Context: an optimization exercise on an open-source flow, tuned for small area. The choices shown serve that exercise and are no tape-out recipe.
The RTL was checked by simulation tests, not by an equivalence proof against the original design.
Power is estimated from default activity; no workload was simulated.

==> job 9174: inputs <==
==> flow/design.v <==
module top(reset, en, clock, ps2clk, ps2data, h_sync, v_sync, r, g, b);
  input reset, en, clock, ps2clk, ps2data;
  output h_sync, v_sync;
  output [2:0] r;
  output [2:0] g;
  output [2:0] b;
  genvar k;
  reg [1:0] dc;
  always @(posedge clock or posedge reset)
    if (reset) dc <= 2'd0;
    else dc <= {dc[1] ^ (dc[0] & en), dc[0] ^ en};
  wire tick = en & ~dc[1] & dc[0];
  reg [3:0] ks;
  reg [3:0] ks_n;
  always @(*)
    case (ks)
      4'd0, 4'd1, 4'd2, 4'd3: ks_n = ps2clk ? ks + 4'd1 : 4'd0;
      4'd4:                   ks_n = ps2clk ? 4'd4 : 4'd5;
      4'd5, 4'd6, 4'd7:       ks_n = ps2clk ? 4'd1 : ks + 4'd1;
      default:                ks_n = ps2clk ? 4'd1 : 4'd0;
    endcase
  always @(posedge clock or posedge reset)
    if (reset) ks <= 4'd0;
    else if (tick) ks <= ks_n;
  wire fe = tick & ks[3];
  reg [3:0] cnt;
  reg       f0;
  reg [2:0] cc;
  reg       par;
  wire start = ~cnt[3] & cnt[1];
  wire last  = ~cnt[3] & ~cnt[1] & cnt[0];
  wire [2:0] d = cnt[2:0];
  reg e1;
  always @(*)
    case (d)
      3'd0: e1 = 1'b1;
      3'd1: e1 = cc[0];
      3'd2: e1 = ~(cc[0] | cc[2]);
      3'd3: e1 = cc[2];
      3'd4: e1 = ~cc[2];
      3'd5: e1 = 1'b1;
      3'd6: e1 = ~(cc[2] & cc[1]);
      default: e1 = 1'b0;
    endcase
  wire e = f0 ? e1 : d[2];
  wire mis = (ps2data ^ e) & ~(cc[1] & cc[0]);
  reg [2:0] t;
  always @(*)
    if (!f0) t = 3'b011;
    else case ({cc, d})
      {3'b000, 3'd0}: t = 3'b001;
      {3'b000, 3'd1}: t = 3'b100;
      {3'b000, 3'd3}: t = 3'b110;
      {3'b001, 3'd1}: t = 3'b010;
      {3'b100, 3'd6}: t = 3'b101;
      default:        t = 3'b011;
    endcase
  wire [2:0] cn = start  ? {3{ps2data}} :
                  cnt[3] ? (mis ? t : cc) :
                  cc | {3{~(par ^ ps2data)}};
  always @(posedge clock)
    if (fe) begin
      cc  <= cn;
      par <= (start ? 1'b0 : par) ^ ps2data;
    end
  wire good = ~(cc[2] & cc[1] & cc[0]) & ps2data;
  wire rel  = fe & last & good & f0;
  always @(posedge clock or posedge reset)
    if (reset) begin
      cnt <= 4'b0111;
      f0  <= 1'b0;
    end else if (fe) begin
      cnt <= last ? 4'b0111 : cnt + 4'd1;
      if (last & good) f0 <= ~f0 & (cc == 3'b000);
    end
  wire hu = (cc == 3'b000), hd = (cc == 3'b001);
  wire wu = (cc == 3'b100), wd = (cc == 3'b010);
  wire ft = (cc == 3'b101), it = (cc == 3'b110);
  localparam [25:0] LR = 26'h30a1746;
  localparam [25:0] LD = 26'h3850ba3;
  reg [25:0] lf;
  reg        blink;
  wire       lwrap = (lf == LD);
  always @(posedge clock or posedge reset)
    if (reset) begin
      lf    <= LR;
      blink <= 1'b0;
    end else begin
      lf    <= {lf[24:0], ~(lf[25] ^ lf[5] ^ lf[1] ^ lf[0]) ^ lwrap};
      blink <= blink ^ lwrap;
    end
  reg f, i;
  always @(posedge clock or posedge reset)
    if (reset) begin
      f <= 1'b0;
      i <= 1'b0;
    end else begin
      f <= f ^ (rel & ft);
      i <= i ^ (rel & it);
    end
  reg [7:0] xq; reg [2:0] xr;
  reg [6:0] yq; reg [2:0] yr;
  wire xr4 = xr[2] & ~xr[0];
  wire yr4 = yr[2] & ~yr[0];
  wire xend = ~xq[7] & xq[6] & xr[0] & ~xr[1];     
  wire yend = ~yq[6] & yq[5] & yq[3] & yr[0] & ~yr[1];   
  wire xwrap = tick & xend;
  wire ywrap = xwrap & yend;
  wire xt = tick & ~xend;
  wire yt = xwrap & ~yend;
  wire [8:0] xc; assign xc[0] = xt & xr4;
  wire [7:0] yc; assign yc[0] = yt & yr4;
  generate
    for (k = 0; k < 8; k = k + 1) begin : gx
      assign xc[k+1] = xc[k] & xq[k];
    end
    for (k = 0; k < 7; k = k + 1) begin : gy
      assign yc[k+1] = yc[k] & yq[k];
    end
  endgenerate
  always @(posedge clock or posedge reset)
    if (reset) begin
      xq <= 8'd160; xr <= 3'b011;    
      yq <= 7'd78;  yr <= 3'b111;    
    end else begin
      if (xwrap) begin xq <= 8'd160; xr <= 3'b011; end
      else begin
        xq <= xq ^ xc[7:0];
        if (xt) xr <= {xr[1] & xr[0], xr[0], ~xr[2]};
      end
      if (ywrap) begin yq <= 7'd78; yr <= 3'b111; end
      else begin
        yq <= yq ^ yc[6:0];
        if (yt) yr <= {yr[1] & yr[0], yr[0], ~yr[2]};
      end
    end
  reg [5:0] m, n;
  wire m_max = m[5] & m[4] & m[3] & m[2];       
  wire m_min = (m[5:2] == 4'd0) & ~(m[1] & m[0]);  
  wire n_max = n[5] & n[2] & n[1];              
  wire n_min = (n[5:2] == 4'd0) & ~(n[1] & n[0]);
  wire mch = rel & ((wu & ~m_max) | (wd & ~m_min));
  wire nch = rel & ((hu & ~n_max) | (hd & ~n_min));
  wire [6:0] mc; assign mc[0] = mch;
  wire [6:0] nc; assign nc[0] = nch;
  generate
    for (k = 0; k < 6; k = k + 1) begin : gm
      assign mc[k+1] = mc[k] & (m[k] ^ ~wu);
      assign nc[k+1] = nc[k] & (n[k] ^ ~hu);
    end
  endgenerate
  always @(posedge clock or posedge reset)
    if (reset) begin
      m <= 6'd4; n <= 6'd4;
    end else begin
      m <= m ^ mc[5:0];
      n <= n ^ nc[5:0];
    end
  wire sx = xq[7], sy = yq[6];
  wire [6:0] qx = xq[6:0] ^ {7{sx}};
  wire [5:0] qy = yq[5:0] ^ {6{sy}};
  wire c1x = sx ? xr[2] : ~xr[1];      
  wire c1y = sy ? yr[2] : ~yr[1];
  wire r2x = xr[1] & ~xr[2];           
  wire r2y = yr[1] & ~yr[2];
  wire [7:0] kx; assign kx[0] = c1x;
  wire [6:0] ky; assign ky[0] = c1y;
  wire [6:0] tx; wire [5:0] ty;
  wire [6:0] mx = {1'b0, m};
  generate
    for (k = 0; k < 7; k = k + 1) begin : gsx
      assign tx[k] = mx[k] ^ ~qx[k] ^ kx[k];
      assign kx[k+1] = (mx[k] & ~qx[k]) | (mx[k] & kx[k]) | (~qx[k] & kx[k]);
    end
    for (k = 0; k < 6; k = k + 1) begin : gsy
      assign ty[k] = n[k] ^ ~qy[k] ^ ky[k];
      assign ky[k+1] = (n[k] & ~qy[k]) | (n[k] & ky[k]) | (~qy[k] & ky[k]);
    end
  endgenerate
  wire outer_x = kx[7];
  wire outer_y = ky[6];
  wire inner_x = r2x | (tx != 7'd0);
  wire inner_y = r2y | (ty != 6'd0);
  wire outline = outer_x & outer_y & ~(inner_x & inner_y);
  wire blank = (xq[7] & ~xq[6]) | ((xq == 8'd192) & ~xr[1]) |
               (yq[6] & (yq[5:0] < 6'd24)) | ((yq == 7'd88) & ~yr[1]);
  wire inv = (f & blink) | i;
  wire p1 = ~blank & (outline ? ~inv : i);
  wire p0 = ~blank & (outline ?  inv : i);
  assign r = {p1, p0, p0};
  assign g = {p1, p1, p0};
  assign b = {p1, p0, p0};
  wire xge = ((xq > 8'd163) & ~xq[6]) | ((xq == 8'd163) & xr[2]);
  wire xle = ((xq < 8'd182) & xq[7]) | ((xq == 8'd182) & ~(xr[2] & ~xr[0]));
  assign h_sync = ~(xge & xle);
  assign v_sync = (yq == 7'd81) & ~yr[1];
endmodule
==> flow/run.sh <==
#!/bin/bash
# synth_recipe.tcl (not shown) runs the flow's synth.tcl, then flattens the netlist and writes it again
# the make line also repeats each setting of config.mk as NAME=value (left out here)
make -C /OpenROAD-flow-scripts/flow DESIGN_CONFIG=/design/flow/config.mk WORK_HOME=/design/flow/orfs CLKGATE_MAP_FILE= SYNTH_SCRIPT=/design/flow/synth_recipe.tcl finish
==> flow/config.mk <==
export PLATFORM = sky130hd
export DESIGN_NAME = top
export DESIGN_NICKNAME = top
export VERILOG_FILES = /design/flow/design.v
export SDC_FILE = /design/flow/constraint.sdc
export NUM_CORES = 4
export LEC_CHECK = 0
export CAP_MARGIN = 20
export CORE_MARGIN = 2
export CORE_UTILIZATION = 40
export SLEW_MARGIN = 20
==> flow/constraint.sdc <==
create_clock -name core_clock -period 10.0 [get_ports {clock}]
set_input_delay 2.0000 -clock core_clock [delete_from_list [all_inputs] [get_ports {clock}]]
set_output_delay 2.0000 -clock core_clock [all_outputs]
set_load 0.01 [all_outputs]
==> job 9148: changes against job 9174 <==
--- a/flow/config.mk
+++ b/flow/config.mk
@@ -7,5 +7,8 @@
 export LEC_CHECK = 0
 export CAP_MARGIN = 20
 export CORE_MARGIN = 2
-export CORE_UTILIZATION = 40
+export CORE_UTILIZATION = 65
+export CTS_BUF_LIST = sky130_fd_sc_hd__clkbuf_8
+export CTS_CLUSTER_DIAMETER = 150
+export CTS_CLUSTER_SIZE = 40
 export SLEW_MARGIN = 20
==> job 5166: changes against job 9174 <==
==> flow/flow/run.sh (new file) <==
#!/bin/bash
# Standard layout flow with single-strength port buffers, a clock tree
# built from clkbuf_8 cells without dummy loads, and downsizing of gates
# off the critical paths after global routing.
set -euo pipefail
export BUFFER_PORTS_ARGS="-buffer_cell sky130_fd_sc_hd__buf_1"
export CTS_ARGS="-sink_clustering_enable -repair_clock_nets -buf_list sky130_fd_sc_hd__clkbuf_8 -dont_use_dummy_load"
export RECOVER_POWER=100
bash standard.sh > standard.log 2>&1
==> flow/standard.sh (new file) <==
#!/bin/bash
# synth_recipe.tcl (not shown) runs the flow's synth.tcl, then flattens the netlist and writes it again
# the make line also repeats each setting of config.mk as NAME=value (left out here)
make -C /OpenROAD-flow-scripts/flow DESIGN_CONFIG=/design/flow/config.mk WORK_HOME=/design/flow/orfs CLKGATE_MAP_FILE= SYNTH_SCRIPT=/design/flow/synth_recipe.tcl "${@:-finish}"
--- a/flow/config.mk
+++ b/flow/config.mk
@@ -7,5 +7,5 @@
 export LEC_CHECK = 0
 export CAP_MARGIN = 20
 export CORE_MARGIN = 2
-export CORE_UTILIZATION = 40
+export CORE_UTILIZATION = 65
 export SLEW_MARGIN = 20
removed: flow/run.sh
==> comparison table <==
| item | job 9148 | job 9174 | job 5166 |
|---|---|---|---|
| Result of the run | no timing/DRC/antenna violations | no timing/DRC/antenna violations | finished with violations |
| Layout check failures | - | - | capacitance limit, slew limit |
| Final WS setup | 2.51 ns | 2.46 ns | 2.79 ns |
| Inst Count DP | 470 | 533 | 470 |
| Total chip power | 786 uW | 811 uW | 735 uW |
| Critical-path top delay cell | sky130_fd_sc_hd__dfstp_2 | sky130_fd_sc_hd__dfstp_2 | sky130_fd_sc_hd__dfstp_1 |
| Power dissipated in combinational cells | 174 uW | 174 uW | 169 uW |
| CTS clock-pin slew for the worst setup and hold paths | 0.09 ns | 0.08 ns | 0.08 ns |
| Share of total power consumed by net switching | 33.6% | 31.3% | 31.4% |
| Routed Wire Length | 7610 microns | 7880 microns | 7510 microns |
| F_max | 134 MHz | 133 MHz | 139 MHz |
| Final HPWL DP | 5490 microns | 5580 microns | 5470 microns |
| ClkCell Share | 4.02% | 4.41% | 2.77% |
| Worst relative slew slack | 41.3% | 38.8% | -147% |
| Slew Viols, Final | 0 | 0 | 74 |
| Period utilisation layout | 74.9% | 75.4% | 72.1% |

-- afterwards: timing with drivers on the ports --
In the flow no input, the clock included, has a driving cell. The finished layouts below were timed again as built, in two steps. Step 1: set_driving_cell puts a clkbuf_16 on clock and a buf_2 on each other input, an assumption about the parent block. Step 2 adds t to the input delays and takes it off the output delays; t is the mean of the earliest and latest rising clock arrival at the registers after step 1. Input paths then give back, and output paths get back, about the clock's delay inside the block. Three values: no drivers, after step 1, after step 2; two values: the first two.
| run | shift t [ns] | setup slack, ns | hold slack, ns | worst setup path after step 2 | latest minus earliest clock arrival (ns) |
|---|---|---|---|---|---|
| job 9174 | 0.371 | 2.464 / 2.432 / 2.804 | 0.375 / 0.375 / 0.375 | register to output | 0.009 / 0.009 |
| job 9148 | 0.379 | 2.513 / 2.483 / 2.862 | 0.369 / 0.369 / 0.369 | register to output | 0.013 / 0.012 |
| job 5166 | 0.368 | 2.794 / 2.764 / 3.132 | 0.361 / 0.361 / 0.361 | register to output | 0.030 / 0.030 |
